Source: an optimization exercise on an open RTL-to-GDS flow (aim: small area, a short achievable clock period and few clock cycles). Production flows keep margins and buffers that such runs may drop.
No run shown here included a check of the RTL's function; only the layout flow was run.

### design/flow/config.mk
export PLATFORM = sky130hd
export DESIGN_NAME = Milestone_1
export DESIGN_NICKNAME = Milestone_1
export VERILOG_FILES = /design/flow/design.v
export SDC_FILE = /design/flow/constraint.sdc
export NUM_CORES = 4
export LEC_CHECK = 0
export CAP_MARGIN = 20
export CORE_MARGIN = 2
export CORE_UTILIZATION = 40
export PLACE_DENSITY = 0.6
export SLEW_MARGIN = 20
### design/flow/design.v
`timescale 1ns/100ps
`default_nettype none
module Milestone_1 (
		input logic Clock_50,
		input logic Resetn,
		input logic M1_Start,
		input logic [15:0] SRAM_read_data,
		output logic M1_Finish,
		output logic [15:0] M1_write_data,
		output logic [17:0] M1_address,
		output logic M1_we_n
);
localparam logic [17:0] U_BASE   = 18'd38400;
localparam logic [17:0] V_BASE   = 18'd57600;
localparam logic [17:0] RGB_BASE = 18'd146944;
logic        running;
logic [1:0]  fin_cnt;      
logic        fin_wait;
logic [2:0]  ph;           
logic [7:0]  kk;           
logic [15:0] ypt;          
logic [14:0] uvp;          
logic [17:0] wpt;          
logic ph0, ph1, ph2, ph3, ph4;
assign ph0 = (ph == 3'd0);
assign ph1 = (ph == 3'd1);
assign ph2 = (ph == 3'd2);
assign ph3 = (ph == 3'd3);
assign ph4 = (ph == 3'd4);
logic lead0, lead1, pair;    
assign lead0 = (kk == 8'd0);
assign lead1 = (kk == 8'd1);
assign pair  = ~lead0 & ~lead1;
logic last_slot;             
assign last_slot = (kk == 8'd161);
logic uv_rd_slot;
assign uv_rd_slot = (kk <= 8'd155);
logic y_rd_slot;
assign y_rd_slot = (kk <= 8'd159);
logic clamp;
assign clamp = (kk >= 8'd158);
logic is_write;
assign is_write = running & pair & (ph0 | ph1 | ph2);
logic rd_u, rd_v;    
always_comb begin
	rd_u = 1'b0;
	rd_v = 1'b0;
	if (lead0) begin
		rd_u = ph0 | ph2;
		rd_v = ph1 | ph3;
	end else if (lead1) begin
		rd_v = ph0;
		rd_u = ph3;
	end else if (ph3 & uv_rd_slot) begin
		rd_v = ~kk[0];
		rd_u = kk[0];
	end
end
logic uv_inc;
assign uv_inc = running & (lead0 ? rd_v : rd_u);
logic [17:0] uv_addr;
assign uv_addr = (rd_v ? V_BASE : U_BASE) + {3'd0, uvp};
logic row_end, frame_end;
assign row_end   = last_slot & ph2;
assign frame_end = row_end & (ypt == 16'd38400);
always_ff @(posedge Clock_50 or negedge Resetn) begin
	if (!Resetn) begin
		running   <= 1'b0;
		fin_wait  <= 1'b0;
		fin_cnt   <= 2'd0;
		M1_Finish <= 1'b0;
		M1_we_n   <= 1'b1;
		ph        <= 3'd0;
		kk        <= 8'd0;
		ypt       <= 16'd0;
		uvp       <= 15'd0;
		wpt       <= RGB_BASE;
	end else begin
		M1_we_n <= ~is_write;
		if (running) begin
			if (frame_end) begin
				running  <= 1'b0;
				fin_wait <= 1'b1;
			end
			if (row_end) begin
				ph <= 3'd0;
				kk <= 8'd0;
			end else if (ph4) begin
				ph <= 3'd0;
				kk <= kk + 8'd1;
			end else begin
				ph <= ph + 3'd1;
			end
			if (ph4 & y_rd_slot) ypt <= ypt + 16'd1;
			if (uv_inc) uvp <= uvp + 15'd1;
			if (is_write) wpt <= wpt + 18'd1;
		end else if (fin_wait) begin
			fin_cnt <= fin_cnt + 2'd1;
			if (fin_cnt == 2'd1) begin
				M1_Finish <= 1'b1;
				fin_wait  <= 1'b0;
			end
		end else if (M1_Start & ~M1_Finish) begin
			running <= 1'b1;
		end
	end
end
logic [2:0] ph_n;
always_comb begin
	if (~running | row_end | ph4)
		ph_n = 3'd0;
	else
		ph_n = ph + 3'd1;
end
logic sel_fv, sel_e, sel_f, sel_w0, sel_w1, en_su;
always_ff @(posedge Clock_50) begin
	sel_fv     <= (ph_n == 3'd3);
	en_su      <= (ph_n == 3'd3);
	sel_e      <= (ph_n == 3'd3);
	sel_f      <= (ph_n == 3'd4);
	sel_w0     <= (ph_n == 3'd0);
	sel_w1     <= (ph_n == 3'd1);
end
always_ff @(posedge Clock_50) begin
	if (is_write)
		M1_address <= wpt;
	else if (rd_u | rd_v)
		M1_address <= uv_addr;
	else
		M1_address <= {2'd0, ypt};
end
logic [7:0]  wu0, wu1, wu2, wu3, wu4, wu5;    
logic [7:0]  wv0, wv1, wv2, wv3, wv4, wv5;    
logic [15:0] pend;                             
logic [15:0] y_reg;
logic [8:0]  su;                               
logic        nu;                               
logic [7:0]  b0_reg;
wire [7:0] dh = SRAM_read_data[15:8];
wire [7:0] dl = SRAM_read_data[7:0];
logic [7:0] u_in, v_in;
always_comb begin
	if (clamp) begin
		u_in = wu5;
		v_in = wv5;
	end else if (~kk[0]) begin    
		u_in = dh;
		v_in = pend[15:8];
	end else begin
		u_in = pend[15:8];
		v_in = pend[7:0];
	end
end
always_ff @(posedge Clock_50) begin
	if (ph2) y_reg <= SRAM_read_data;
	if (lead0 & ph3) begin
		wu0 <= dh; wu1 <= dh; wu2 <= dh; wu3 <= dl;
	end else if (lead1 & ph0) begin
		wu4 <= dh; wu5 <= dl;
	end else if (pair & ph1) begin
		wu0 <= wu1; wu1 <= wu2; wu2 <= wu3; wu3 <= wu4; wu4 <= wu5; wu5 <= u_in;
	end
	if (lead0 & ph4) begin
		wv0 <= dh; wv1 <= dh; wv2 <= dh; wv3 <= dl;
	end else if (lead1 & ph1) begin
		wv4 <= dh; wv5 <= dl;
	end else if (pair & ph1) begin
		wv0 <= wv1; wv1 <= wv2; wv2 <= wv3; wv3 <= wv4; wv4 <= wv5; wv5 <= v_in;
	end
	if (lead1 & ph3)
		pend <= SRAM_read_data;
	else if (pair & ph1)
		pend <= kk[0] ? SRAM_read_data : {dl, pend[7:0]};
end
logic [7:0] f0, f1, f2, f3, f4, f5;
assign f0 = sel_fv ? wv0 : wu0;
assign f1 = sel_fv ? wv1 : wu1;
assign f2 = sel_fv ? wv2 : wu2;
assign f3 = sel_fv ? wv3 : wu3;
assign f4 = sel_fv ? wv4 : wu4;
assign f5 = sel_fv ? wv5 : wu5;
logic [8:0] p05, p14, p23;
always_ff @(posedge Clock_50) begin
	p05 <= {1'b0, f0} + {1'b0, f5};
	p14 <= {1'b0, f1} + {1'b0, f4};
	p23 <= {1'b0, f2} + {1'b0, f3};
end
wire [18:0] ftot;
wire ft_w1;
wire ft_w2;
wire ft_w3;
wire ft_w4;
wire ft_w5;
wire ft_w6;
wire ft_w7;
wire ft_w8;
wire ft_w9;
wire ft_w10;
wire ft_w11;
wire ft_w12;
wire ft_w13;
wire ft_w14;
wire ft_w15;
wire ft_w16;
wire ft_w17;
wire ft_w18;
wire ft_w19;
wire ft_w20;
wire ft_w21;
wire ft_w22;
wire ft_w23;
wire ft_w24;
wire ft_w25;
wire ft_w26;
wire ft_w27;
wire ft_w28;
wire ft_w29;
wire ft_w30;
wire ft_w31;
wire ft_w32;
wire ft_w33;
wire ft_w34;
wire ft_w35;
wire ft_w36;
wire ft_w37;
wire ft_w38;
wire ft_w39;
wire ft_w40;
wire ft_w41;
wire ft_w42;
wire ft_w43;
wire ft_w44;
wire ft_w45;
wire ft_w46;
wire ft_w47;
wire ft_w48;
wire ft_w49;
wire ft_w50;
wire ft_w51;
wire ft_w52;
wire ft_w53;
wire ft_w54;
wire ft_w55;
wire ft_w56;
wire ft_w57;
wire ft_w58;
wire ft_w59;
wire ft_w60;
wire ft_w61;
wire ft_w62;
wire ft_w63;
wire ft_w64;
wire ft_w65;
wire ft_w66;
wire ft_w67;
wire ft_w68;
wire ft_w69;
wire ft_w70;
wire ft_w71;
wire ft_w72;
wire ft_w73;
wire ft_w74;
wire ft_w75;
wire ft_w76;
wire ft_w77;
wire ft_w78;
wire ft_w79;
wire ft_w80;
wire ft_w81;
wire ft_w82;
wire ft_w83;
wire ft_w84;
wire ft_w85;
wire ft_w86;
wire ft_w87;
wire ft_w88;
wire ft_w89;
wire ft_w90;
wire ft_w91;
wire ft_w92;
wire ft_w93;
wire ft_w94;
wire ft_w95;
wire ft_w96;
wire ft_w97;
wire ft_w98;
wire ft_w99;
wire ft_w100;
wire ft_w101;
wire ft_w102;
wire ft_w103;
wire ft_w104;
wire ft_w105;
wire ft_w106;
wire ft_w107;
wire ft_w108;
wire ft_w109;
wire ft_w110;
wire ft_w111;
wire ft_w112;
wire ft_w113;
wire ft_w114;
wire ft_w115;
wire ft_w116;
wire ft_w117;
wire ft_w118;
wire ft_w119;
wire ft_w120;
wire ft_w121;
wire ft_w122;
wire ft_w123;
wire ft_w124;
wire ft_w125;
wire ft_w126;
wire ft_w127;
wire ft_w128;
wire ft_w129;
wire ft_w130;
wire ft_w131;
wire ft_w132;
wire ft_w133;
wire ft_w134;
wire ft_w135;
wire ft_w136;
wire ft_w137;
wire ft_w138;
wire ft_w139;
wire ft_w140;
wire ft_w141;
wire ft_w142;
wire ft_w143;
wire ft_w144;
assign {ft_w2, ft_w1} = p05[5] + p05[3];
assign {ft_w4, ft_w3} = p05[8] + p05[6] + p05[4];
assign {ft_w6, ft_w5} = p05[5] + p05[3];
assign {ft_w8, ft_w7} = p05[4] + p05[2] + p14[2];
assign {ft_w10, ft_w9} = p23[1] + {~p14[4]};
assign {ft_w12, ft_w11} = p14[3] + p23[2] + p23[0];
assign {ft_w14, ft_w13} = p05[6] + ft_w1 + {~p14[5]};
assign {ft_w16, ft_w15} = {~p14[1]} + {~p23[7]};
assign {ft_w18, ft_w17} = p14[4] + p23[3] + p23[1];
assign {ft_w20, ft_w19} = p05[7] + ft_w2 + ft_w3;
assign {ft_w22, ft_w21} = p14[6] + p14[2] + p23[8];
assign {ft_w24, ft_w23} = p05[5] + p14[5] + p23[4];
assign {ft_w26, ft_w25} = p23[2] + ft_w4 + {~p14[7]};
assign {ft_w28, ft_w27} = {~p14[3]} + {~p05[7]};
assign {ft_w30, ft_w29} = p05[6] + p14[6] + p23[5];
assign {ft_w32, ft_w31} = p23[3] + p05[7] + {~p14[8]};
assign {ft_w34, ft_w33} = {~p14[4]} + {~p05[8]};
assign {ft_w36, ft_w35} = p05[7] + p14[7] + p23[6];
assign {ft_w38, ft_w37} = p23[4] + p05[8];
assign {ft_w40, ft_w39} = p14[8] + p23[7];
assign {ft_w42, ft_w41} = p05[3] + p05[1];
assign {ft_w44, ft_w43} = p05[4] + p05[2] + p05[0];
assign {ft_w46, ft_w45} = p14[0] + {~p14[2]};
assign {ft_w48, ft_w47} = p05[1] + p14[1] + p23[0];
assign {ft_w50, ft_w49} = ft_w5 + {~p14[3]} + {~p23[5]};
assign {ft_w52, ft_w51} = ft_w6 + ft_w7 + ft_w9;
assign {ft_w54, ft_w53} = p14[0] + p23[6] + p05[6];
assign {ft_w56, ft_w55} = ft_w8 + ft_w10 + ft_w11;
assign {ft_w58, ft_w57} = ft_w13 + ft_w15 + {~p05[7]};
assign {ft_w60, ft_w59} = ft_w12 + ft_w14 + ft_w16;
assign {ft_w62, ft_w61} = ft_w17 + ft_w19 + {~ft_w21};
assign {ft_w64, ft_w63} = ft_w18 + ft_w20 + ft_w23;
assign {ft_w66, ft_w65} = ft_w25 + ft_w27 + {~ft_w22};
assign {ft_w68, ft_w67} = ft_w24 + ft_w26 + ft_w28;
assign {ft_w70, ft_w69} = ft_w29 + ft_w31 + ft_w33;
assign {ft_w72, ft_w71} = ft_w30 + ft_w32 + ft_w34;
assign {ft_w74, ft_w73} = ft_w35 + ft_w37 + {~p14[5]};
assign {ft_w76, ft_w75} = p23[5] + ft_w36 + ft_w38;
assign {ft_w78, ft_w77} = ft_w39 + {~p14[6]} + {~p05[8]};
assign {ft_w80, ft_w79} = p23[8] + p23[6] + p05[8];
assign {ft_w82, ft_w81} = p14[7] + ft_w40;
assign {ft_w84, ft_w83} = p23[7] + p14[8];
assign {ft_w86, ft_w85} = p05[0] + {~p14[0]};
assign {ft_w88, ft_w87} = p05[2] + ft_w41 + {~p14[1]};
assign {ft_w90, ft_w89} = ft_w42 + ft_w43 + ft_w45;
assign {ft_w92, ft_w91} = ft_w44 + ft_w46 + ft_w47;
assign {ft_w94, ft_w93} = ft_w48 + ft_w50 + ft_w51;
assign {ft_w96, ft_w95} = ft_w52 + ft_w55 + ft_w57;
assign {ft_w98, ft_w97} = ft_w56 + ft_w58 + ft_w59;
assign {ft_w100, ft_w99} = ft_w60 + ft_w62 + ft_w63;
assign {ft_w102, ft_w101} = ft_w64 + ft_w66 + ft_w67;
assign {ft_w104, ft_w103} = ft_w68 + ft_w70 + ft_w71;
assign {ft_w106, ft_w105} = ft_w72 + ft_w74 + ft_w75;
assign {ft_w108, ft_w107} = ft_w76 + ft_w78 + ft_w79;
assign {ft_w110, ft_w109} = ft_w80 + ft_w82 + ft_w83;
assign {ft_w112, ft_w111} = p23[8] + ft_w84;
assign {ft_w114, ft_w113} = p05[1] + p05[0];
assign {ft_w116, ft_w115} = ft_w85 + {~p23[2]} + {~p05[2]};
assign {ft_w118, ft_w117} = ft_w86 + ft_w87 + {~p23[3]};
assign {ft_w120, ft_w119} = ft_w88 + ft_w89 + {~p23[4]};
assign {ft_w122, ft_w121} = ft_w49 + ft_w90 + ft_w91;
assign {ft_w124, ft_w123} = ft_w92 + ft_w93 + {~ft_w53};
assign {ft_w126, ft_w125} = ft_w94 + ft_w95 + {~ft_w54};
assign {ft_w128, ft_w127} = ft_w61 + ft_w96 + ft_w97;
assign {ft_w130, ft_w129} = ft_w65 + ft_w98 + ft_w99;
assign {ft_w132, ft_w131} = ft_w69 + ft_w100 + ft_w101;
assign {ft_w134, ft_w133} = ft_w73 + ft_w102 + ft_w103;
assign {ft_w136, ft_w135} = ft_w77 + ft_w104 + ft_w105;
assign {ft_w138, ft_w137} = ft_w81 + ft_w106 + ft_w107;
assign {ft_w140, ft_w139} = ft_w108 + ft_w109 + {~p14[7]};
assign {ft_w142, ft_w141} = ft_w110 + ft_w111 + {~p14[8]};
assign {ft_w144, ft_w143} = 1'b1 + ft_w112;
wire [18:0] ft_ra = {1'b1, 1'b1, ft_w142, ft_w140, ft_w138, ft_w136, ft_w134, ft_w132, ft_w130, ft_w128, ft_w126, ft_w124, ft_w122, ft_w120, ft_w118, ft_w116, ft_w114, {~p23[1]}, {~p23[0]}};
wire [18:0] ft_rb = {1'b0, ft_w144, ft_w143, ft_w141, ft_w139, ft_w137, ft_w135, ft_w133, ft_w131, ft_w129, ft_w127, ft_w125, ft_w123, ft_w121, ft_w119, ft_w117, ft_w115, ft_w113, {~p05[0]}};
assign ftot = ft_ra + ft_rb;
always_ff @(posedge Clock_50) begin
	if (en_su) begin
		su <= ftot[16:8];
		nu <= ftot[18];
	end
end
logic [7:0] ly, hy;
logic [8:0] lu, lv, hu, hv;
logic       lnu, lnv, hnu, hnv;
always_ff @(posedge Clock_50) begin
	if (sel_e) begin
		ly  <= y_reg[15:8];
		lu  <= {1'b0, wu2};
		lv  <= {1'b0, wv2};
		lnu <= 1'b0;
		lnv <= 1'b0;
	end else begin
		ly  <= y_reg[7:0];
		lu  <= su;
		lnu <= nu;
		if (sel_f) begin
			lv  <= ftot[16:8];
			lnv <= ftot[18];
		end
	end
	hy  <= ly;
	hu  <= lu;
	hv  <= lv;
	hnu <= lnu;
	hnv <= lnv;
end
logic pnu, pnv;
assign pnu = hnu;
assign pnv = hnv;
wire [20:0] r_lsum;
wire rlo_w1;
wire rlo_w2;
wire rlo_w3;
wire rlo_w4;
wire rlo_w5;
wire rlo_w6;
wire rlo_w7;
wire rlo_w8;
wire rlo_w9;
wire rlo_w10;
wire rlo_w11;
wire rlo_w12;
wire rlo_w13;
wire rlo_w14;
wire rlo_w15;
wire rlo_w16;
wire rlo_w17;
wire rlo_w18;
wire rlo_w19;
wire rlo_w20;
wire rlo_w21;
wire rlo_w22;
wire rlo_w23;
wire rlo_w24;
wire rlo_w25;
wire rlo_w26;
wire rlo_w27;
wire rlo_w28;
wire rlo_w29;
wire rlo_w30;
wire rlo_w31;
wire rlo_w32;
wire rlo_w33;
wire rlo_w34;
wire rlo_w35;
wire rlo_w36;
wire rlo_w37;
wire rlo_w38;
wire rlo_w39;
wire rlo_w40;
wire rlo_w41;
wire rlo_w42;
wire rlo_w43;
wire rlo_w44;
wire rlo_w45;
wire rlo_w46;
wire rlo_w47;
wire rlo_w48;
wire rlo_w49;
wire rlo_w50;
wire rlo_w51;
wire rlo_w52;
wire rlo_w53;
wire rlo_w54;
wire rlo_w55;
wire rlo_w56;
wire rlo_w57;
wire rlo_w58;
wire rlo_w59;
wire rlo_w60;
wire rlo_w61;
wire rlo_w62;
wire rlo_w63;
wire rlo_w64;
wire rlo_w65;
wire rlo_w66;
wire rlo_w67;
wire rlo_w68;
wire rlo_w69;
wire rlo_w70;
wire rlo_w71;
wire rlo_w72;
wire rlo_w73;
wire rlo_w74;
wire rlo_w75;
wire rlo_w76;
wire rlo_w77;
wire rlo_w78;
wire rlo_w79;
wire rlo_w80;
wire rlo_w81;
wire rlo_w82;
wire rlo_w83;
wire rlo_w84;
wire rlo_w85;
wire rlo_w86;
wire rlo_w87;
wire rlo_w88;
wire rlo_w89;
wire rlo_w90;
wire rlo_w91;
wire rlo_w92;
wire rlo_w93;
wire rlo_w94;
wire rlo_w95;
wire rlo_w96;
wire rlo_w97;
wire rlo_w98;
wire rlo_w99;
wire rlo_w100;
wire rlo_w101;
wire rlo_w102;
wire rlo_w103;
wire rlo_w104;
wire rlo_w105;
wire rlo_w106;
wire rlo_w107;
wire rlo_w108;
wire rlo_w109;
wire rlo_w110;
wire rlo_w111;
wire rlo_w112;
wire rlo_w113;
wire rlo_w114;
wire rlo_w115;
wire rlo_w116;
wire rlo_w117;
wire rlo_w118;
assign {rlo_w2, rlo_w1} = ly[4] + ly[2];
assign {rlo_w4, rlo_w3} = ly[5] + ly[3];
assign {rlo_w6, rlo_w5} = ly[4] + ly[2] + lv[8];
assign {rlo_w8, rlo_w7} = ly[5] + ly[3] + ly[0];
assign {rlo_w10, rlo_w9} = lv[3] + ly[6];
assign {rlo_w12, rlo_w11} = ly[6] + ly[4] + ly[1];
assign {rlo_w14, rlo_w13} = lv[4] + lv[0] + ly[7];
assign {rlo_w16, rlo_w15} = lv[5] + lv[3] + lv[0];
assign {rlo_w18, rlo_w17} = lv[6] + lv[4] + lv[1];
assign {rlo_w20, rlo_w19} = {~ly[6]} + {~lv[8]};
assign {rlo_w22, rlo_w21} = ly[0] + lv[7] + lv[5];
assign {rlo_w24, rlo_w23} = lv[2] + {~ly[7]};
assign {rlo_w26, rlo_w25} = ly[1] + lv[8] + lv[6];
assign {rlo_w28, rlo_w27} = ly[0] + lv[7] + lv[4];
assign {rlo_w30, rlo_w29} = ly[1] + lv[8] + lv[5];
assign {rlo_w32, rlo_w31} = ly[2] + {~lv[1]};
assign {rlo_w34, rlo_w33} = ly[0] + lv[6] + lv[0];
assign {rlo_w36, rlo_w35} = ly[3] + rlo_w1 + {~lv[2]};
assign {rlo_w38, rlo_w37} = ly[1] + lv[7] + lv[1];
assign {rlo_w40, rlo_w39} = rlo_w2 + rlo_w3 + {~lv[3]};
assign {rlo_w42, rlo_w41} = lv[2] + rlo_w4 + rlo_w5;
assign {rlo_w44, rlo_w43} = lv[4] + lv[0] + ly[6];
assign {rlo_w46, rlo_w45} = rlo_w6 + rlo_w7 + rlo_w9;
assign {rlo_w48, rlo_w47} = lv[5] + lv[1] + ly[7];
assign {rlo_w50, rlo_w49} = rlo_w8 + rlo_w10 + rlo_w11;
assign {rlo_w52, rlo_w51} = rlo_w13 + {~lv[6]} + {~lv[2]};
assign {rlo_w54, rlo_w53} = lv[1] + {~ly[1]};
assign {rlo_w56, rlo_w55} = lv[2] + lv[0] + {~ly[2]};
assign {rlo_w58, rlo_w57} = lv[3] + lv[1] + {~ly[3]};
assign {rlo_w60, rlo_w59} = lv[4] + lv[2] + ly[4];
assign {rlo_w62, rlo_w61} = ly[5] + rlo_w15 + {~lv[7]};
assign {rlo_w64, rlo_w63} = rlo_w16 + rlo_w17 + rlo_w19;
assign {rlo_w66, rlo_w65} = rlo_w18 + rlo_w20 + rlo_w21;
assign {rlo_w68, rlo_w67} = lv[3] + rlo_w22 + rlo_w24;
assign {rlo_w70, rlo_w69} = rlo_w26 + rlo_w27 + {~lv[0]};
assign {rlo_w72, rlo_w71} = rlo_w28 + rlo_w29 + rlo_w31;
assign {rlo_w74, rlo_w73} = rlo_w30 + rlo_w32 + rlo_w33;
assign {rlo_w76, rlo_w75} = rlo_w34 + rlo_w36 + rlo_w37;
assign {rlo_w78, rlo_w77} = rlo_w38 + rlo_w40 + rlo_w41;
assign {rlo_w80, rlo_w79} = rlo_w42 + rlo_w45 + {~rlo_w44};
assign {rlo_w82, rlo_w81} = rlo_w46 + rlo_w49 + rlo_w51;
assign {rlo_w84, rlo_w83} = rlo_w12 + rlo_w14 + rlo_w50;
assign {rlo_w86, rlo_w85} = lv[0] + ly[0];
assign {rlo_w88, rlo_w87} = rlo_w53 + {~lv[3]} + {~ly[0]};
assign {rlo_w90, rlo_w89} = rlo_w54 + rlo_w55 + {~lv[4]};
assign {rlo_w92, rlo_w91} = rlo_w56 + rlo_w57 + {~lv[5]};
assign {rlo_w94, rlo_w93} = rlo_w58 + rlo_w59 + {~lv[6]};
assign {rlo_w96, rlo_w95} = rlo_w60 + rlo_w61 + {~ly[4]};
assign {rlo_w98, rlo_w97} = rlo_w62 + rlo_w63 + {~ly[5]};
assign {rlo_w100, rlo_w99} = rlo_w23 + rlo_w64 + rlo_w65;
assign {rlo_w102, rlo_w101} = rlo_w25 + rlo_w66 + rlo_w67;
assign {rlo_w104, rlo_w103} = rlo_w68 + rlo_w69 + {~ly[2]};
assign {rlo_w106, rlo_w105} = rlo_w70 + rlo_w71 + {~ly[3]};
assign {rlo_w108, rlo_w107} = rlo_w35 + rlo_w72 + rlo_w73;
assign {rlo_w110, rlo_w109} = rlo_w39 + rlo_w74 + rlo_w75;
assign {rlo_w112, rlo_w111} = rlo_w76 + rlo_w77 + {~rlo_w43};
assign {rlo_w114, rlo_w113} = rlo_w78 + rlo_w79 + {~rlo_w47};
assign {rlo_w116, rlo_w115} = rlo_w80 + rlo_w81 + {~rlo_w48};
assign {rlo_w118, rlo_w117} = rlo_w52 + rlo_w82 + rlo_w83;
wire [20:0] rlo_ra = {1'b0, rlo_w84, rlo_w116, rlo_w114, rlo_w112, rlo_w110, rlo_w108, rlo_w106, rlo_w104, rlo_w102, rlo_w100, rlo_w98, rlo_w96, rlo_w94, rlo_w92, rlo_w90, rlo_w88, rlo_w86, {~lv[2]}, {~lv[1]}, lv[0]};
wire [20:0] rlo_rb = {1'b0, rlo_w118, rlo_w117, rlo_w115, rlo_w113, rlo_w111, rlo_w109, rlo_w107, rlo_w105, rlo_w103, rlo_w101, rlo_w99, rlo_w97, rlo_w95, rlo_w93, rlo_w91, rlo_w89, rlo_w87, rlo_w85, {~lv[0]}, 1'b0};
assign r_lsum = rlo_ra + rlo_rb;
logic [2:0] r_cy;
always_ff @(posedge Clock_50) r_cy <= r_lsum[20:18];
wire [8:0] r_sum;
wire rhi_w1;
wire rhi_w2;
wire rhi_w3;
wire rhi_w4;
wire rhi_w5;
wire rhi_w6;
wire rhi_w7;
wire rhi_w8;
wire rhi_w9;
wire rhi_w10;
wire rhi_w11;
wire rhi_w12;
wire rhi_w13;
wire rhi_w14;
wire rhi_w15;
wire rhi_w16;
wire rhi_w17;
wire rhi_w18;
wire rhi_w19;
wire rhi_w20;
wire rhi_w21;
wire rhi_w22;
wire rhi_w23;
wire rhi_w24;
wire rhi_w25;
wire rhi_w26;
wire rhi_w27;
wire rhi_w28;
wire rhi_w29;
wire rhi_w30;
wire rhi_w31;
wire rhi_w32;
wire rhi_w33;
wire rhi_w34;
wire rhi_w35;
wire rhi_w36;
wire rhi_w37;
wire rhi_w38;
wire rhi_w39;
wire rhi_w40;
wire rhi_w41;
wire rhi_w42;
wire rhi_w43;
wire rhi_w44;
wire rhi_w45;
wire rhi_w46;
wire rhi_w47;
wire rhi_w48;
assign {rhi_w2, rhi_w1} = hy[7] + hy[5] + hy[2];
assign {rhi_w4, rhi_w3} = hy[6] + hy[3] + hv[6];
assign {rhi_w6, rhi_w5} = hy[4] + hv[7];
assign {rhi_w8, rhi_w7} = hv[5] + hv[1] + r_cy[0];
assign {rhi_w10, rhi_w9} = hv[2] + r_cy[1] + rhi_w2;
assign {rhi_w12, rhi_w11} = rhi_w3 + {~hv[8]};
assign {rhi_w14, rhi_w13} = hv[3] + r_cy[2] + rhi_w4;
assign {rhi_w16, rhi_w15} = rhi_w5 + {~hv[5]} + {~hy[7]};
assign {rhi_w18, rhi_w17} = hy[5] + hv[8] + hv[4];
assign {rhi_w20, rhi_w19} = hy[7] + rhi_w6 + {~hv[6]};
assign {rhi_w22, rhi_w21} = hy[6] + hv[5];
assign {rhi_w24, rhi_w23} = rhi_w1 + rhi_w7;
assign {rhi_w26, rhi_w25} = rhi_w8 + rhi_w9 + rhi_w11;
assign {rhi_w28, rhi_w27} = rhi_w10 + rhi_w12 + rhi_w13;
assign {rhi_w30, rhi_w29} = rhi_w14 + rhi_w16 + rhi_w17;
assign {rhi_w32, rhi_w31} = rhi_w18 + rhi_w20 + rhi_w21;
assign {rhi_w34, rhi_w33} = hy[7] + hv[6] + rhi_w22;
assign {rhi_w36, rhi_w35} = rhi_w23 + {~hv[7]};
assign {rhi_w38, rhi_w37} = rhi_w24 + rhi_w25 + {~hv[4]};
assign {rhi_w40, rhi_w39} = rhi_w15 + rhi_w26 + rhi_w27;
assign {rhi_w42, rhi_w41} = rhi_w19 + rhi_w28 + rhi_w29;
assign {rhi_w44, rhi_w43} = rhi_w30 + rhi_w31 + {~hv[7]};
assign {rhi_w46, rhi_w45} = rhi_w32 + rhi_w33 + {~hv[8]};
assign {rhi_w48, rhi_w47} = hv[7] + rhi_w34;
wire [8:0] rhi_ra = {{~hv[8]}, {~hv[8]}, rhi_w46, rhi_w44, rhi_w42, rhi_w40, rhi_w38, rhi_w36, {~hv[3]}};
wire [8:0] rhi_rb = {1'b0, rhi_w48, rhi_w47, rhi_w45, rhi_w43, rhi_w41, rhi_w39, rhi_w37, rhi_w35};
assign r_sum = rhi_ra + rhi_rb;
wire [21:0] g_lsum;
wire glo_w1;
wire glo_w2;
wire glo_w3;
wire glo_w4;
wire glo_w5;
wire glo_w6;
wire glo_w7;
wire glo_w8;
wire glo_w9;
wire glo_w10;
wire glo_w11;
wire glo_w12;
wire glo_w13;
wire glo_w14;
wire glo_w15;
wire glo_w16;
wire glo_w17;
wire glo_w18;
wire glo_w19;
wire glo_w20;
wire glo_w21;
wire glo_w22;
wire glo_w23;
wire glo_w24;
wire glo_w25;
wire glo_w26;
wire glo_w27;
wire glo_w28;
wire glo_w29;
wire glo_w30;
wire glo_w31;
wire glo_w32;
wire glo_w33;
wire glo_w34;
wire glo_w35;
wire glo_w36;
wire glo_w37;
wire glo_w38;
wire glo_w39;
wire glo_w40;
wire glo_w41;
wire glo_w42;
wire glo_w43;
wire glo_w44;
wire glo_w45;
wire glo_w46;
wire glo_w47;
wire glo_w48;
wire glo_w49;
wire glo_w50;
wire glo_w51;
wire glo_w52;
wire glo_w53;
wire glo_w54;
wire glo_w55;
wire glo_w56;
wire glo_w57;
wire glo_w58;
wire glo_w59;
wire glo_w60;
wire glo_w61;
wire glo_w62;
wire glo_w63;
wire glo_w64;
wire glo_w65;
wire glo_w66;
wire glo_w67;
wire glo_w68;
wire glo_w69;
wire glo_w70;
wire glo_w71;
wire glo_w72;
wire glo_w73;
wire glo_w74;
wire glo_w75;
wire glo_w76;
wire glo_w77;
wire glo_w78;
wire glo_w79;
wire glo_w80;
wire glo_w81;
wire glo_w82;
wire glo_w83;
wire glo_w84;
wire glo_w85;
wire glo_w86;
wire glo_w87;
wire glo_w88;
wire glo_w89;
wire glo_w90;
wire glo_w91;
wire glo_w92;
wire glo_w93;
wire glo_w94;
wire glo_w95;
wire glo_w96;
wire glo_w97;
wire glo_w98;
wire glo_w99;
wire glo_w100;
wire glo_w101;
wire glo_w102;
wire glo_w103;
wire glo_w104;
wire glo_w105;
wire glo_w106;
wire glo_w107;
wire glo_w108;
wire glo_w109;
wire glo_w110;
wire glo_w111;
wire glo_w112;
wire glo_w113;
wire glo_w114;
wire glo_w115;
wire glo_w116;
wire glo_w117;
wire glo_w118;
wire glo_w119;
wire glo_w120;
wire glo_w121;
wire glo_w122;
wire glo_w123;
wire glo_w124;
wire glo_w125;
wire glo_w126;
wire glo_w127;
wire glo_w128;
wire glo_w129;
wire glo_w130;
wire glo_w131;
wire glo_w132;
wire glo_w133;
wire glo_w134;
wire glo_w135;
wire glo_w136;
wire glo_w137;
wire glo_w138;
wire glo_w139;
wire glo_w140;
wire glo_w141;
wire glo_w142;
assign {glo_w2, glo_w1} = ly[7] + ly[5] + ly[3];
assign {glo_w4, glo_w3} = ly[6] + ly[4];
assign {glo_w6, glo_w5} = ly[3] + ly[1];
assign {glo_w8, glo_w7} = ly[4] + ly[2] + ly[0];
assign {glo_w10, glo_w9} = lu[0] + {~lu[8]};
assign {glo_w12, glo_w11} = ly[5] + ly[3] + ly[1];
assign {glo_w14, glo_w13} = lu[1] + lv[0];
assign {glo_w16, glo_w15} = ly[4] + ly[2] + lu[2];
assign {glo_w18, glo_w17} = lv[1] + {~lu[5]} + {~lu[0]};
assign {glo_w20, glo_w19} = ly[0] + lu[3] + lv[2];
assign {glo_w22, glo_w21} = ly[6] + glo_w1 + {~lu[6]};
assign {glo_w24, glo_w23} = {~lu[1]} + {~lv[4]};
assign {glo_w26, glo_w25} = ly[1] + lu[4] + lv[3];
assign {glo_w28, glo_w27} = glo_w2 + glo_w3 + {~lu[7]};
assign {glo_w30, glo_w29} = lu[2] + lv[5] + lv[1];
assign {glo_w32, glo_w31} = lu[2] + {~ly[3]};
assign {glo_w34, glo_w33} = lu[3] + {~ly[4]} + {~lu[1]};
assign {glo_w36, glo_w35} = lu[4] + {~ly[5]} + {~lu[2]};
assign {glo_w38, glo_w37} = lu[5] + ly[6] + {~lu[3]};
assign {glo_w40, glo_w39} = ly[0] + lu[6] + ly[7];
assign {glo_w42, glo_w41} = {~lu[4]} + {~lv[4]};
assign {glo_w44, glo_w43} = ly[1] + lu[7] + {~lu[5]};
assign {glo_w46, glo_w45} = lu[0] + lv[5] + ly[7];
assign {glo_w48, glo_w47} = ly[0] + lu[8] + {~lu[6]};
assign {glo_w50, glo_w49} = lu[1] + lv[6] + ly[2];
assign {glo_w52, glo_w51} = ly[2] + glo_w5 + {~lu[7]};
assign {glo_w54, glo_w53} = lu[2] + lv[7] + lv[0];
assign {glo_w56, glo_w55} = glo_w6 + glo_w7 + glo_w9;
assign {glo_w58, glo_w57} = lu[3] + lv[8] + lv[1];
assign {glo_w60, glo_w59} = glo_w8 + glo_w10 + glo_w11;
assign {glo_w62, glo_w61} = glo_w13 + {~lu[4]} + {~lv[2]};
assign {glo_w64, glo_w63} = glo_w12 + glo_w14 + glo_w15;
assign {glo_w66, glo_w65} = glo_w17 + {~lv[3]} + {~ly[6]};
assign {glo_w68, glo_w67} = glo_w16 + glo_w18 + glo_w19;
assign {glo_w70, glo_w69} = glo_w21 + glo_w23 + {~lv[0]};
assign {glo_w72, glo_w71} = glo_w20 + glo_w22 + glo_w24;
assign {glo_w74, glo_w73} = glo_w25 + glo_w27 + {~glo_w29};
assign {glo_w76, glo_w75} = glo_w4 + glo_w26 + glo_w28;
assign {glo_w78, glo_w77} = lu[0] + {~ly[1]};
assign {glo_w80, glo_w79} = lu[1] + {~ly[2]};
assign {glo_w82, glo_w81} = glo_w31 + {~lu[0]} + {~lv[5]};
assign {glo_w84, glo_w83} = glo_w32 + glo_w33 + {~lv[6]};
assign {glo_w86, glo_w85} = glo_w34 + glo_w35 + {~lv[7]};
assign {glo_w88, glo_w87} = glo_w36 + glo_w37 + {~lv[8]};
assign {glo_w90, glo_w89} = glo_w38 + glo_w39 + glo_w41;
assign {glo_w92, glo_w91} = glo_w40 + glo_w42 + glo_w43;
assign {glo_w94, glo_w93} = glo_w44 + glo_w47 + {~glo_w46};
assign {glo_w96, glo_w95} = glo_w48 + glo_w51 + {~glo_w50};
assign {glo_w98, glo_w97} = glo_w52 + glo_w55 + {~glo_w54};
assign {glo_w100, glo_w99} = glo_w56 + glo_w59 + glo_w61;
assign {glo_w102, glo_w101} = glo_w60 + glo_w62 + glo_w63;
assign {glo_w104, glo_w103} = glo_w64 + glo_w66 + glo_w67;
assign {glo_w106, glo_w105} = glo_w68 + glo_w70 + glo_w71;
assign {glo_w108, glo_w107} = glo_w72 + glo_w74 + glo_w75;
assign {glo_w110, glo_w109} = glo_w77 + {~lv[3]};
assign {glo_w112, glo_w111} = glo_w78 + glo_w79 + {~lv[4]};
assign {glo_w114, glo_w113} = glo_w80 + glo_w81 + {~lv[0]};
assign {glo_w116, glo_w115} = glo_w82 + glo_w83 + {~lv[1]};
assign {glo_w118, glo_w117} = glo_w84 + glo_w85 + {~lv[2]};
assign {glo_w120, glo_w119} = glo_w86 + glo_w87 + {~lv[3]};
assign {glo_w122, glo_w121} = glo_w88 + glo_w89 + {~ly[6]};
assign {glo_w124, glo_w123} = glo_w90 + glo_w91 + {~glo_w45};
assign {glo_w126, glo_w125} = glo_w92 + glo_w93 + {~glo_w49};
assign {glo_w128, glo_w127} = glo_w94 + glo_w95 + {~glo_w53};
assign {glo_w130, glo_w129} = glo_w96 + glo_w97 + {~glo_w57};
assign {glo_w132, glo_w131} = glo_w98 + glo_w99 + {~glo_w58};
assign {glo_w134, glo_w133} = glo_w65 + glo_w100 + glo_w101;
assign {glo_w136, glo_w135} = glo_w69 + glo_w102 + glo_w103;
assign {glo_w138, glo_w137} = glo_w73 + glo_w104 + glo_w105;
assign {glo_w140, glo_w139} = glo_w106 + glo_w107 + {~glo_w30};
assign {glo_w142, glo_w141} = glo_w76 + glo_w108;
wire [21:0] glo_ra = {1'b0, glo_w142, glo_w140, glo_w138, glo_w136, glo_w134, glo_w132, glo_w130, glo_w128, glo_w126, glo_w124, glo_w122, glo_w120, glo_w118, glo_w116, glo_w114, glo_w112, glo_w110, {~ly[0]}, ly[0], {~lv[1]}, lv[0]};
wire [21:0] glo_rb = {1'b0, 1'b0, glo_w141, glo_w139, glo_w137, glo_w135, glo_w133, glo_w131, glo_w129, glo_w127, glo_w125, glo_w123, glo_w121, glo_w119, glo_w117, glo_w115, glo_w113, glo_w111, glo_w109, {~lv[2]}, {~lv[0]}, 1'b0};
assign g_lsum = glo_ra + glo_rb;
logic [3:0] g_cy;
always_ff @(posedge Clock_50) g_cy <= g_lsum[21:18];
wire [8:0] g_sum;
wire ghi_w1;
wire ghi_w2;
wire ghi_w3;
wire ghi_w4;
wire ghi_w5;
wire ghi_w6;
wire ghi_w7;
wire ghi_w8;
wire ghi_w9;
wire ghi_w10;
wire ghi_w11;
wire ghi_w12;
wire ghi_w13;
wire ghi_w14;
wire ghi_w15;
wire ghi_w16;
wire ghi_w17;
wire ghi_w18;
wire ghi_w19;
wire ghi_w20;
wire ghi_w21;
wire ghi_w22;
wire ghi_w23;
wire ghi_w24;
wire ghi_w25;
wire ghi_w26;
wire ghi_w27;
wire ghi_w28;
wire ghi_w29;
wire ghi_w30;
wire ghi_w31;
wire ghi_w32;
wire ghi_w33;
wire ghi_w34;
wire ghi_w35;
wire ghi_w36;
wire ghi_w37;
wire ghi_w38;
wire ghi_w39;
wire ghi_w40;
wire ghi_w41;
wire ghi_w42;
wire ghi_w43;
wire ghi_w44;
wire ghi_w45;
wire ghi_w46;
wire ghi_w47;
wire ghi_w48;
wire ghi_w49;
wire ghi_w50;
wire ghi_w51;
wire ghi_w52;
wire ghi_w53;
wire ghi_w54;
wire ghi_w55;
wire ghi_w56;
wire ghi_w57;
wire ghi_w58;
wire ghi_w59;
wire ghi_w60;
wire ghi_w61;
wire ghi_w62;
wire ghi_w63;
wire ghi_w64;
wire ghi_w65;
wire ghi_w66;
wire ghi_w67;
wire ghi_w68;
wire ghi_w69;
wire ghi_w70;
wire ghi_w71;
wire ghi_w72;
wire ghi_w73;
wire ghi_w74;
wire ghi_w75;
wire ghi_w76;
assign {ghi_w2, ghi_w1} = hy[7] + hy[5];
assign {ghi_w4, ghi_w3} = hy[2] + hu[5] + hv[4];
assign {ghi_w6, ghi_w5} = g_cy[0] + ghi_w1;
assign {ghi_w8, ghi_w7} = hy[6] + hy[3] + hu[6];
assign {ghi_w10, ghi_w9} = hv[5] + g_cy[1] + ghi_w2;
assign {ghi_w12, ghi_w11} = {~hu[4]} + {~hv[7]};
assign {ghi_w14, ghi_w13} = hy[7] + hy[4] + hu[7];
assign {ghi_w16, ghi_w15} = hv[6] + g_cy[2] + {~hu[5]};
assign {ghi_w18, ghi_w17} = {~hv[8]} + {~hv[4]};
assign {ghi_w20, ghi_w19} = hu[8] + hv[7] + g_cy[3];
assign {ghi_w22, ghi_w21} = {~hu[6]} + {~hv[5]};
assign {ghi_w24, ghi_w23} = hv[8] + hy[5];
assign {ghi_w26, ghi_w25} = ghi_w3 + ghi_w5 + {~hu[8]};
assign {ghi_w28, ghi_w27} = ghi_w4 + ghi_w6 + ghi_w7;
assign {ghi_w30, ghi_w29} = ghi_w9 + ghi_w11;
assign {ghi_w32, ghi_w31} = ghi_w8 + ghi_w10 + ghi_w12;
assign {ghi_w34, ghi_w33} = ghi_w13 + ghi_w15 + ghi_w17;
assign {ghi_w36, ghi_w35} = ghi_w14 + ghi_w16 + ghi_w18;
assign {ghi_w38, ghi_w37} = ghi_w19 + ghi_w21 + {~hy[5]};
assign {ghi_w40, ghi_w39} = ghi_w20 + ghi_w22 + ghi_w23;
assign {ghi_w42, ghi_w41} = hu[7] + hv[6] + hy[6];
assign {ghi_w44, ghi_w43} = hy[7] + hy[6] + ghi_w24;
assign {ghi_w46, ghi_w45} = {~hu[8]} + {~hv[7]};
assign {ghi_w48, ghi_w47} = ghi_w25 + {~hu[3]};
assign {ghi_w50, ghi_w49} = ghi_w26 + ghi_w27 + ghi_w29;
assign {ghi_w52, ghi_w51} = ghi_w28 + ghi_w30 + ghi_w31;
assign {ghi_w54, ghi_w53} = ghi_w32 + ghi_w34 + ghi_w35;
assign {ghi_w56, ghi_w55} = ghi_w36 + ghi_w38 + ghi_w39;
assign {ghi_w58, ghi_w57} = ghi_w40 + ghi_w43 + ghi_w45;
assign {ghi_w60, ghi_w59} = hv[8] + ghi_w44;
assign {ghi_w62, ghi_w61} = ghi_w47 + {~hv[6]};
assign {ghi_w64, ghi_w63} = ghi_w48 + ghi_w49 + {~hv[3]};
assign {ghi_w66, ghi_w65} = ghi_w33 + ghi_w50 + ghi_w51;
assign {ghi_w68, ghi_w67} = ghi_w37 + ghi_w52 + ghi_w53;
assign {ghi_w70, ghi_w69} = ghi_w54 + ghi_w55 + {~ghi_w41};
assign {ghi_w72, ghi_w71} = ghi_w56 + ghi_w57 + {~ghi_w42};
assign {ghi_w74, ghi_w73} = ghi_w46 + ghi_w58 + ghi_w59;
assign {ghi_w76, ghi_w75} = ghi_w60 + {~hv[8]};
wire [8:0] ghi_ra = {1'b1, ghi_w74, ghi_w72, ghi_w70, ghi_w68, ghi_w66, ghi_w64, ghi_w62, {~hv[2]}};
wire [8:0] ghi_rb = {ghi_w76, ghi_w75, ghi_w73, ghi_w71, ghi_w69, ghi_w67, ghi_w65, ghi_w63, ghi_w61};
assign g_sum = ghi_ra + ghi_rb;
wire [20:0] b_lsum;
wire blo_w1;
wire blo_w2;
wire blo_w3;
wire blo_w4;
wire blo_w5;
wire blo_w6;
wire blo_w7;
wire blo_w8;
wire blo_w9;
wire blo_w10;
wire blo_w11;
wire blo_w12;
wire blo_w13;
wire blo_w14;
wire blo_w15;
wire blo_w16;
wire blo_w17;
wire blo_w18;
wire blo_w19;
wire blo_w20;
wire blo_w21;
wire blo_w22;
wire blo_w23;
wire blo_w24;
wire blo_w25;
wire blo_w26;
wire blo_w27;
wire blo_w28;
wire blo_w29;
wire blo_w30;
wire blo_w31;
wire blo_w32;
wire blo_w33;
wire blo_w34;
wire blo_w35;
wire blo_w36;
wire blo_w37;
wire blo_w38;
wire blo_w39;
wire blo_w40;
wire blo_w41;
wire blo_w42;
wire blo_w43;
wire blo_w44;
wire blo_w45;
wire blo_w46;
wire blo_w47;
wire blo_w48;
wire blo_w49;
wire blo_w50;
wire blo_w51;
wire blo_w52;
wire blo_w53;
wire blo_w54;
wire blo_w55;
wire blo_w56;
wire blo_w57;
wire blo_w58;
wire blo_w59;
wire blo_w60;
wire blo_w61;
wire blo_w62;
wire blo_w63;
wire blo_w64;
wire blo_w65;
wire blo_w66;
wire blo_w67;
wire blo_w68;
wire blo_w69;
wire blo_w70;
wire blo_w71;
wire blo_w72;
wire blo_w73;
wire blo_w74;
wire blo_w75;
wire blo_w76;
wire blo_w77;
wire blo_w78;
wire blo_w79;
wire blo_w80;
wire blo_w81;
wire blo_w82;
wire blo_w83;
wire blo_w84;
wire blo_w85;
wire blo_w86;
wire blo_w87;
wire blo_w88;
wire blo_w89;
wire blo_w90;
wire blo_w91;
wire blo_w92;
wire blo_w93;
wire blo_w94;
wire blo_w95;
wire blo_w96;
wire blo_w97;
wire blo_w98;
wire blo_w99;
wire blo_w100;
wire blo_w101;
wire blo_w102;
wire blo_w103;
wire blo_w104;
wire blo_w105;
wire blo_w106;
assign {blo_w2, blo_w1} = lu[2] + lu[0] + ly[5];
assign {blo_w4, blo_w3} = lu[3] + lu[1] + {~ly[6]};
assign {blo_w6, blo_w5} = {~lu[8]} + {~lu[6]};
assign {blo_w8, blo_w7} = ly[0] + lu[4] + lu[2];
assign {blo_w10, blo_w9} = {~ly[7]} + {~lu[7]};
assign {blo_w12, blo_w11} = lu[5] + lu[3] + lu[0];
assign {blo_w14, blo_w13} = {~lu[8]} + {~ly[1]};
assign {blo_w16, blo_w15} = ly[2] + ly[0] + lu[6];
assign {blo_w18, blo_w17} = lu[4] + lu[1] + ly[1];
assign {blo_w20, blo_w19} = ly[3] + ly[1] + lu[7];
assign {blo_w22, blo_w21} = lu[5] + lu[2];
assign {blo_w24, blo_w23} = ly[4] + ly[2] + ly[0];
assign {blo_w26, blo_w25} = lu[8] + lu[6] + lu[3];
assign {blo_w28, blo_w27} = ly[5] + ly[3] + ly[1];
assign {blo_w30, blo_w29} = lu[7] + lu[4];
assign {blo_w32, blo_w31} = ly[6] + ly[4] + ly[2];
assign {blo_w34, blo_w33} = lu[8] + lu[5];
assign {blo_w36, blo_w35} = ly[5] + ly[3] + ly[0];
assign {blo_w38, blo_w37} = lu[6] + {~ly[7]};
assign {blo_w40, blo_w39} = ly[4] + ly[1] + lu[7];
assign {blo_w42, blo_w41} = lu[0] + ly[7] + {~ly[6]};
assign {blo_w44, blo_w43} = {~ly[2]} + {~lu[4]};
assign {blo_w46, blo_w45} = lu[0] + {~ly[3]} + {~lu[5]};
assign {blo_w48, blo_w47} = lu[1] + ly[4] + {~lu[6]};
assign {blo_w50, blo_w49} = blo_w1 + {~lu[7]} + {~lu[5]};
assign {blo_w52, blo_w51} = blo_w2 + blo_w3 + blo_w5;
assign {blo_w54, blo_w53} = blo_w4 + blo_w6 + blo_w7;
assign {blo_w56, blo_w55} = blo_w8 + blo_w10 + blo_w11;
assign {blo_w58, blo_w57} = blo_w12 + blo_w14 + blo_w15;
assign {blo_w60, blo_w59} = blo_w16 + blo_w18 + blo_w19;
assign {blo_w62, blo_w61} = blo_w20 + blo_w22 + blo_w23;
assign {blo_w64, blo_w63} = blo_w24 + blo_w26 + blo_w27;
assign {blo_w66, blo_w65} = blo_w28 + blo_w30 + blo_w31;
assign {blo_w68, blo_w67} = blo_w32 + blo_w34 + blo_w35;
assign {blo_w70, blo_w69} = blo_w36 + blo_w38 + blo_w39;
assign {blo_w72, blo_w71} = ly[6] + blo_w40;
assign {blo_w74, blo_w73} = {~ly[0]} + {~lu[2]};
assign {blo_w76, blo_w75} = ly[1] + {~lu[3]} + {~lu[1]};
assign {blo_w78, blo_w77} = blo_w43 + {~lu[2]} + {~ly[1]};
assign {blo_w80, blo_w79} = blo_w44 + blo_w45 + {~lu[3]};
assign {blo_w82, blo_w81} = blo_w46 + blo_w47 + {~lu[4]};
assign {blo_w84, blo_w83} = blo_w48 + blo_w49 + {~ly[4]};
assign {blo_w86, blo_w85} = blo_w50 + blo_w51 + {~ly[5]};
assign {blo_w88, blo_w87} = blo_w9 + blo_w52 + blo_w53;
assign {blo_w90, blo_w89} = blo_w13 + blo_w54 + blo_w55;
assign {blo_w92, blo_w91} = blo_w17 + blo_w56 + blo_w57;
assign {blo_w94, blo_w93} = blo_w21 + blo_w58 + blo_w59;
assign {blo_w96, blo_w95} = blo_w25 + blo_w60 + blo_w61;
assign {blo_w98, blo_w97} = blo_w29 + blo_w62 + blo_w63;
assign {blo_w100, blo_w99} = blo_w33 + blo_w64 + blo_w65;
assign {blo_w102, blo_w101} = blo_w37 + blo_w66 + blo_w67;
assign {blo_w104, blo_w103} = blo_w41 + blo_w68 + blo_w69;
assign {blo_w106, blo_w105} = blo_w42 + blo_w70 + blo_w71;
wire [20:0] blo_ra = {1'b0, blo_w72, blo_w104, blo_w102, blo_w100, blo_w98, blo_w96, blo_w94, blo_w92, blo_w90, blo_w88, blo_w86, blo_w84, blo_w82, blo_w80, blo_w78, blo_w76, blo_w74, {~lu[0]}, {~lu[1]}, lu[0]};
wire [20:0] blo_rb = {1'b0, blo_w106, blo_w105, blo_w103, blo_w101, blo_w99, blo_w97, blo_w95, blo_w93, blo_w91, blo_w89, blo_w87, blo_w85, blo_w83, blo_w81, blo_w79, blo_w77, blo_w75, blo_w73, {~lu[0]}, 1'b0};
assign b_lsum = blo_ra + blo_rb;
logic [2:0] b_cy;
always_ff @(posedge Clock_50) b_cy <= b_lsum[20:18];
wire [8:0] b_sum;
wire bhi_w1;
wire bhi_w2;
wire bhi_w3;
wire bhi_w4;
wire bhi_w5;
wire bhi_w6;
wire bhi_w7;
wire bhi_w8;
wire bhi_w9;
wire bhi_w10;
wire bhi_w11;
wire bhi_w12;
wire bhi_w13;
wire bhi_w14;
wire bhi_w15;
wire bhi_w16;
wire bhi_w17;
wire bhi_w18;
wire bhi_w19;
wire bhi_w20;
wire bhi_w21;
wire bhi_w22;
wire bhi_w23;
wire bhi_w24;
wire bhi_w25;
wire bhi_w26;
wire bhi_w27;
wire bhi_w28;
wire bhi_w29;
wire bhi_w30;
wire bhi_w31;
wire bhi_w32;
assign {bhi_w2, bhi_w1} = hy[7] + hy[5] + hy[2];
assign {bhi_w4, bhi_w3} = hy[3] + hu[2];
assign {bhi_w6, bhi_w5} = hy[7] + hy[4] + hu[3];
assign {bhi_w8, bhi_w7} = hu[8] + hu[1];
assign {bhi_w10, bhi_w9} = b_cy[1] + bhi_w2 + bhi_w3;
assign {bhi_w12, bhi_w11} = b_cy[2] + hy[6] + bhi_w4;
assign {bhi_w14, bhi_w13} = hu[4] + bhi_w6;
assign {bhi_w16, bhi_w15} = hu[5] + hy[5];
assign {bhi_w18, bhi_w17} = hu[6] + hy[6];
assign {bhi_w20, bhi_w19} = b_cy[0] + bhi_w1;
assign {bhi_w22, bhi_w21} = bhi_w8 + bhi_w9 + {~hy[6]};
assign {bhi_w24, bhi_w23} = bhi_w5 + bhi_w10 + bhi_w11;
assign {bhi_w26, bhi_w25} = bhi_w12 + bhi_w13 + {~hy[5]};
assign {bhi_w28, bhi_w27} = bhi_w14 + bhi_w15 + {~hy[6]};
assign {bhi_w30, bhi_w29} = bhi_w16 + bhi_w17 + {~hy[7]};
assign {bhi_w32, bhi_w31} = hu[7] + hy[7] + bhi_w18;
wire [8:0] bhi_ra = {{~hu[8]}, {~hu[8]}, bhi_w30, bhi_w28, bhi_w26, bhi_w24, bhi_w22, bhi_w20, bhi_w7};
wire [8:0] bhi_rb = {1'b0, bhi_w32, bhi_w31, bhi_w29, bhi_w27, bhi_w25, bhi_w23, bhi_w21, bhi_w19};
assign b_sum = bhi_ra + bhi_rb;
function automatic [7:0] clip(input logic [8:0] s, input logic neg);
	if (neg | s[8])
		clip = 8'd0;
	else if (|s[7:6])
		clip = 8'd255;
	else
		clip = s[5:-2];
endfunction
logic [7:0] r_px, g_px, b_px;
assign r_px = clip(r_sum, pnv);
assign g_px = clip(g_sum, pnu | pnv);
assign b_px = clip(b_sum, pnu);
always_ff @(posedge Clock_50) begin
	b0_reg <= b_px;
	if (sel_w0)
		M1_write_data <= {r_px, g_px};
	else if (sel_w1)
		M1_write_data <= {b0_reg, r_px};
	else
		M1_write_data <= {g_px, b_px};
end
endmodule
### design/flow/run.sh
#!/bin/bash
# synth_recipe.tcl (not shown) runs the flow's synth.tcl, then flattens the netlist and writes it again
# the make line also repeats each setting of config.mk as NAME=value (left out here)
make -C /OpenROAD-flow-scripts/flow DESIGN_CONFIG=/design/flow/config.mk WORK_HOME=/design/flow/orfs CLKGATE_MAP_FILE= SYNTH_SCRIPT=/design/flow/synth_recipe.tcl finish
### design/flow/constraint.sdc
create_clock -name core_clock -period 12.0 [get_ports {Clock_50}]
set_input_delay 2.4000 -clock core_clock [delete_from_list [all_inputs] [get_ports {Clock_50}]]
set_output_delay 2.4000 -clock core_clock [all_outputs]
set_load 0.01 [all_outputs]
==> results of run 1 <==
==> critical path: cells and delay by family, from the launching register on <==
| family | cells | cell delay, ns |
|---|---|---|
| flops | 1 | 0.47 |
| compound gates | 3 | 0.73 |
| buf+inv | 5 | 0.46 |
| simple gates | 4 | 0.98 |
| fa+ha+maj | 5 | 2.44 |
==> layout make-up <==
type,instances,area [um2],share of cell area
sequential,336,8530,0.309
timing repair buffer,71,663,0.0240
inverter,451,1690,0.0614
clock inverter,25,250,0.00907
multi-input combinational,1490,14400,0.521
tap,790,988,0.0358
clock buffer,48,1090,0.0395
==> routing by layer <==
metal / wire length (um) / share of wire / up-vias / global-route usage
met5: 0 / 0 / - / 0
met4: 1270 / 0.022 / 0 / 0.0475
met3: 2580 / 0.044 / 69 / 0.0263
met2: 27900 / 0.48 / 360 / 0.312
met1: 26600 / 0.46 / 8009 / 0.261
li1: - / - / 7723 / -
==> metrics by stage <==
stage	instance area [um2]	worst slack, ns	hold WS (ns)
CTS	27600	6.83	0.349
floorplan	24800	7.41	0.310
finish	27600	6.83	0.346
detailed placement	26200	6.85	0.337
global placement	26200	6.98	0.335
global route	27600	6.53	0.364
==> kinds of logic (layout without fill, tap and decap cells) <==
| kind of cell | after synthesis | after routing | share of synthesized area |
|---|---|---|---|
| xor+xnor | 99 | 99 | 0.0349 |
| buf+inv | 499 | 595 | 0.0778 |
| flops | 336 | 336 | 0.343 |
| simple gates | 517 | 517 | 0.0971 |
| compound gates | 285 | 285 | 0.0772 |
| mux | 115 | 115 | 0.0505 |
| fa+ha+maj | 474 | 474 | 0.319 |
==> layout by cell type, fill, tap and decap left out, types with 9 or more instances in the layout <==
master,n
o211ai_1,19
o21ai_0,65
nand4_1,21
o21a_1,10
a21boi_0,9
nor2b_1,25
and3_1,18
a211oi_1,11
buf_4,17
mux2i_1,34
clkdlybuf4s50_1,53
nor2_1,91
inv_1,451
nand3_1,32
fa_1,265
ha_1,209
dfrtp_1,59
a21oi_1,74
xor2_1,34
xnor2_1,65
dfxtp_1,123
nor3_1,22
clkbuf_16,41
nand2_1,249
a21o_1,23
edfxtp_1,146
nand2b_1,18
mux2_2,81
==> worst max path at each step <==
stage | start | end | slack, ns | cells past startpoint
finish | hy[6]$_DFF_P_ | M1_write_data[14]$_DFF_P_ | 6.83 | 17
global route | hy[6]$_DFF_P_ | M1_write_data[14]$_DFF_P_ | 6.53 | 17
CTS | hy[6]$_DFF_P_ | M1_write_data[14]$_DFF_P_ | 6.83 | 17
detailed placement | hy[6]$_DFF_P_ | M1_write_data[14]$_DFF_P_ | 6.85 | 17
global placement | p05[6]$_DFF_P_ | lv[7]$_DFFE_PP_ | 6.98 | 14
floorplan | hy[6]$_DFF_P_ | M1_write_data[7]$_DFF_P_ | 7.41 | 18
==> results.json, run 1 <==
{
  "drive_above_1_share": 0.0822,
  "cpPeakStageDelay_ns": 0.56,
  "core_area_um2": 61500,
  "crit_slowest_cell": "fa_1",
  "place_hpwl_mm": 45.7,
  "startpoint_type": "flip-flop",
  "fmax_ghz": 0.193,
  "worst_pin_slew_ns": 1.08,
  "n_antenna_cell": 0,
  "hold_end": "hnv$_DFF_P_",
  "hold_viol": 0,
  "cts_tree": "done",
  "viasPerCell": 5.03,
  "die_y_um": 253,
  "endpoint_kind": "flip-flop",
  "final_cells": 3211,
  "yosysWarnings": 4,
  "r2r_setup_slack_ns": 6.83,
  "antenna_left": 0,
  "fin_util": 0.449,
  "cts_hold_buf": 0,
  "cts_buffers": 40,
  "fp.dieW_um": 253,
  "overflow": 0,
  "yosys.area.top_type_share": 0.214,
  "relSlewSlack": 0.281,
  "htreeDepth": 2,
  "vias": 16161,
  "fin_crit_ns": 5.17,
  "synth_top_flop_cell": "edfxtp_1",
  "syn_nets": 2818,
  "grtUsageTotal": 0.189,
  "antenna_found_initial": 0,
  "gp_congestion": 0.912,
  "hp-class": "reg2reg",
  "status": "finished clean",
  "cp_cell_sequence": "inv_1 -> fa_1 -> inv_1 -> fa_1 -> inv_1 -> fa_1 -> inv_1 -> fa_1 -> inv_1 -> fa_1 -> nor2b_1 -> o2111ai_1 -> nand4b_1 -> a21boi_0 -> and3_1 -> nor3_1 -> a221oi_1",
  "grt_pass1_wl_mm": 93.6,
  "yosysTopAreaCell": "fa_1",
  "required_ns": 12.47,
  "yosys-top-cells-count": "inv_1, fa_1, nand2_1",
  "yosysMostFrequentCell": "inv_1",
  "numPortBuffers": 54,
  "maxSlewViolCount": 0,
  "postCtsSetupBuffers": 0,
  "ys_types": 87,
  "cts.sinks": 336,
  "synthTopCellsByArea": "fa_1, edfxtp_1, ha_1",
  "ys_ff_latch": 336,
  "syn_inst": 2325,
  "yosysSeqAreaShare": 0.343,
  "fin_crit_sh": 0.431,
  "syn_area_um2": 24800,
  "post_cts_resized": 0,
  "fin_skew_ns": 0.0275,
  "std_cell_rows": 91,
  "place_inst": 3138,
  "wl_per_cell_um": 18.2,
  "area_delta_synth_final_pct": 11.1,
  "drt-total-wl_mm": 58.3,
  "initial_utilization": 0.404,
  "clock_latency_ns": 0.57,
  "critPathKind": "reg2reg",
  "firstDrtPassIters": 6,
  "die_area_um2": 64100,
  "syn_avg_cell_area_um2": 10.7,
  "fillers": 5748,
  "fin_nets": 2883,
  "r2r-start": "hy[6]$_DFF_P_",
  "worstPathArrival_ns": 5.64,
  "grt_pass1_vias": 17054,
  "async_reset_ff_frac": 0.196,
  "clockBufferDepth": 3,
  "worst_hold_path.num_cells": 0,
  "tns_ns": 0,
  "clkSlewWorstSetupHoldPaths_ns": 0.06,
  "cts_root_buf": "clkbuf_16",
  "hold_start": "lnv$_SDFFE_PP0P_",
  "reg_top3": "M1_address x18, wpt x18",
  "finalSetupViolCount": 0,
  "drc": 0,
  "io_pins": 55,
  "drv_cap": 0,
  "synth_edf_count": 146,
  "rsz0062_at_grt": "no",
  "cp_max_fo": 13,
  "drt_iter0_markers": 1021,
  "reg2regPathDepth": 17,
  "grt_max_degree": 67,
  "r2r_end": "M1_write_data[14]$_DFF_P_"
}
==> run 2: changes to the inputs <==
--- a/design/flow/config.mk
+++ b/design/flow/config.mk
@@ -7,6 +7,6 @@
 export LEC_CHECK = 0
 export CAP_MARGIN = 20
 export CORE_MARGIN = 2
-export CORE_UTILIZATION = 40
-export PLACE_DENSITY = 0.6
+export CORE_UTILIZATION = 65
+export PLACE_DENSITY = 0.75
 export SLEW_MARGIN = 20
==> results.json, run 2 <==
{
  "syn_inst": 2325,
  "yosysMostFrequentCell": "inv_1",
  "hp-class": "reg2reg",
  "wl_per_cell_um": 19.3,
  "syn_nets": 2818,
  "clock_latency_ns": 0.54,
  "cp_num_cells": 17,
  "ys_ff_latch": 336,
  "firstDrtPassIters": 5,
  "syn_avg_cell_area_um2": 10.7,
  "cts_tree": "done",
  "post_cts_resized": 0,
  "worst_pin_slew_ns": 1.13,
  "synthTopCellsByArea": "fa_1, edfxtp_1, ha_1",
  "crit_buf_inv": 5,
  "dpl_cell_area_um2": 25900,
  "antenna_found_initial": 2,
  "drc": 0,
  "cts_hold_buf": 0,
  "fin_crit_ns": 5.20,
  "status": "finished clean",
  "maxSlewViolCount": 0,
  "n_antenna_cell": 0,
  "startpoint_type": "flip-flop",
  "tns_ns": 0,
  "cts_buffers": 37,
  "place_hpwl_mm": 43.6,
  "worst_hold_path.num_cells": 0,
  "numPortBuffers": 54,
  "drt_iter0_markers": 1108,
  "viasPerCell": 5.67,
  "syn_area_um2": 24800,
  "yosysSeqAreaShare": 0.343,
  "core_area_um2": 37700,
  "endpoint_kind": "flip-flop",
  "die_area_um2": 39800,
  "post-place-ws_ns": 6.84,
  "cpPeakStageDelay_ns": 0.56,
  "yosys.area.top_type_share": 0.214,
  "area_delta_synth_final_pct": 9.26,
  "htreeDepth": 2,
  "cp_max_fo": 13,
  "synth_top_flop_cell": "edfxtp_1",
  "worstPathArrival_ns": 5.62,
  "critPathKind": "reg2reg",
  "r2r-start": "hy[6]$_DFF_P_",
  "r2r_end": "M1_write_data[14]$_DFF_P_",
  "initial_utilization": 0.659,
  "antenna_left": 0,
  "fp.dieW_um": 199,
  "grt_pass1_wl_mm": 91.2,
  "hold_end": "hnu$_DFF_P_",
  "std_cell_rows": 71,
  "cp_cell_sequence": "inv_1 -> fa_1 -> inv_1 -> fa_1 -> inv_1 -> fa_1 -> inv_1 -> fa_1 -> inv_1 -> fa_1 -> nor2b_1 -> o2111ai_1 -> nand4b_1 -> a21boi_0 -> and3_1 -> nor3_1 -> a221oi_1",
  "finalSetupViolCount": 0,
  "required_ns": 12.42,
  "final_common_cell": "inv_1",
  "reg_top3": "M1_address x18, wpt x18",
  "vias": 16581,
  "fin_skew_ns": 0.0219,
  "clkSlewWorstSetupHoldPaths_ns": 0.06,
  "die_y_um": 199,
  "ys_types": 87,
  "drv_cap": 0,
  "synth_edf_count": 146,
  "r2r_setup_slack_ns": 6.80,
  "grt_pass1_vias": 17234,
  "io_pins": 55,
  "grtUsageTotal": 0.300,
  "grt_max_degree": 67,
  "rsz0062_at_grt": "no",
  "yosys-top-cells-count": "inv_1, fa_1, nand2_1",
  "fin_crit_sh": 0.434,
  "overflow": 0,
  "gp_congestion": 0.922,
  "yosysWarnings": 4,
  "crit_slowest_cell": "fa_1",
  "mostFrequentLayoutCells": "inv_1, fa_1, nand2_1",
  "clockBufferDepth": 3,
  "final_area_um2": 27100,
  "async_reset_ff_frac": 0.196,
  "startpoint": "hy[6]$_DFF_P_",
  "yosysTopAreaCell": "fa_1",
  "reg2regPathDepth": 17,
  "cts.sinks": 336,
  "fin_ws_ns": 6.80,
  "hold_start": "lnu$_SDFF_PP0_",
  "fillers": 2806,
  "postCtsSetupBuffers": 0,
  "cp_top_family": "adder cells",
  "final-seq-area_um2": 8530,
  "drive_above_1_share": 0.0783,
  "fmax_ghz": 0.192,
  "hold_viol": 0,
  "relSlewSlack": 0.246,
  "multiInputGateArea_um2": 14400,
  "fin_nets": 2878,
  "cts_root_buf": "clkbuf_16",
  "drt-total-wl_mm": 56.3
}
run 2: layout make-up:
class                   instances  area share
flip-flops and latches        336       0.314
well taps                     511      0.0236
inverters                     451      0.0624
clock buffers                  58      0.0428
repair buffers                 69      0.0239
multi-input cells            1490       0.530
clock inverters                 9     0.00323
run 2: worst max-delay path by stage:
stage	endpoint	slack, ns
2_1_floorplan	M1_write_data[7]$_DFF_P_	7.41
3_3_place_gp	M1_write_data[13]$_DFF_P_	7.01
3_5_place_dp	M1_write_data[14]$_DFF_P_	6.84
4_1_cts	M1_write_data[14]$_DFF_P_	6.82
5_1_grt	M1_write_data[14]$_DFF_P_	6.35
6_report	M1_write_data[14]$_DFF_P_	6.80
run 2: worst register-to-register path, cell delays in order (launching register included):
cell and delay, ns:
dfxtp_1 0.45, inv_1 0.23, fa_1 0.56, inv_1 0.06, fa_1 0.50, inv_1 0.05
fa_1 0.48, inv_1 0.05, fa_1 0.50, inv_1 0.06, fa_1 0.43, nor2b_1 0.19
o2111ai_1 0.25, nand4b_1 0.17, a21boi_0 0.19, and3_1 0.50, nor3_1 0.12, a221oi_1 0.31
run 2: per-layer routing:
layer	vias to the layer above	share of wire	track usage	wire length [um]
met1	8294	0.43	0.415	24300
met4	2	0.027	0.0818	1500
met5	-	0.00023	0	13
met2	455	0.48	0.493	26800
li1	7724	-	-	-
met3	106	0.065	0.0523	3660
run 2: cells by family after synthesis:
kind of cell / Yosys count / synth area share
buffers and inverters: 499 / 0.0778
AO/OA/AOI/OAI: 285 / 0.0772
adder cells (fa/ha/maj): 474 / 0.319
flip-flops: 336 / 0.343
multiplexers: 115 / 0.0505
XOR/XNOR: 99 / 0.0349
AND/OR/NAND/NOR: 517 / 0.0971
run 2: metrics by stage:
| step | utilization | hold WS (ns) | cells |
|---|---|---|---|
| floorplan | - | 0.310 | 2325 |
| global placement | 0.687 | 0.313 | 2857 |
| detailed placement | 0.687 | 0.328 | 2857 |
| CTS | 0.720 | 0.341 | 2924 |
| global route | 0.720 | 0.340 | 2924 |
| finish | 0.720 | 0.336 | 2924 |

## re-timing with driven ports
The results above use ideal ports. As a check the final layouts listed here were re-extracted and re-timed, cells and wires unchanged. Step 1 assumes that a clkbuf_16 drives the clock port and a buf_2 every other input. Step 2 also shifts input and output timing later by t, the mid clock arrival at the registers, as if the neighbouring blocks saw the same clock. a / b / c = no drivers / after step 1 / after step 2; a / b = the first two.
| run | shift t [ns] | setup WS [ns] | hold slack, ns | clock arrival spread, ns | slew at the worst register clock pin (ns) |
|---|---|---|---|---|---|
| run 1 | 0.620 | 6.827 / 6.827 / 6.827 | 0.346 / 0.346 / 0.346 | 0.028 / 0.028 | 0.07 / 0.07 |
| run 2 | 0.578 | 6.795 / 6.795 / 6.795 | 0.336 / 0.336 / 0.336 | 0.023 / 0.022 | 0.07 / 0.07 |
After both steps every run listed still meets setup and hold.
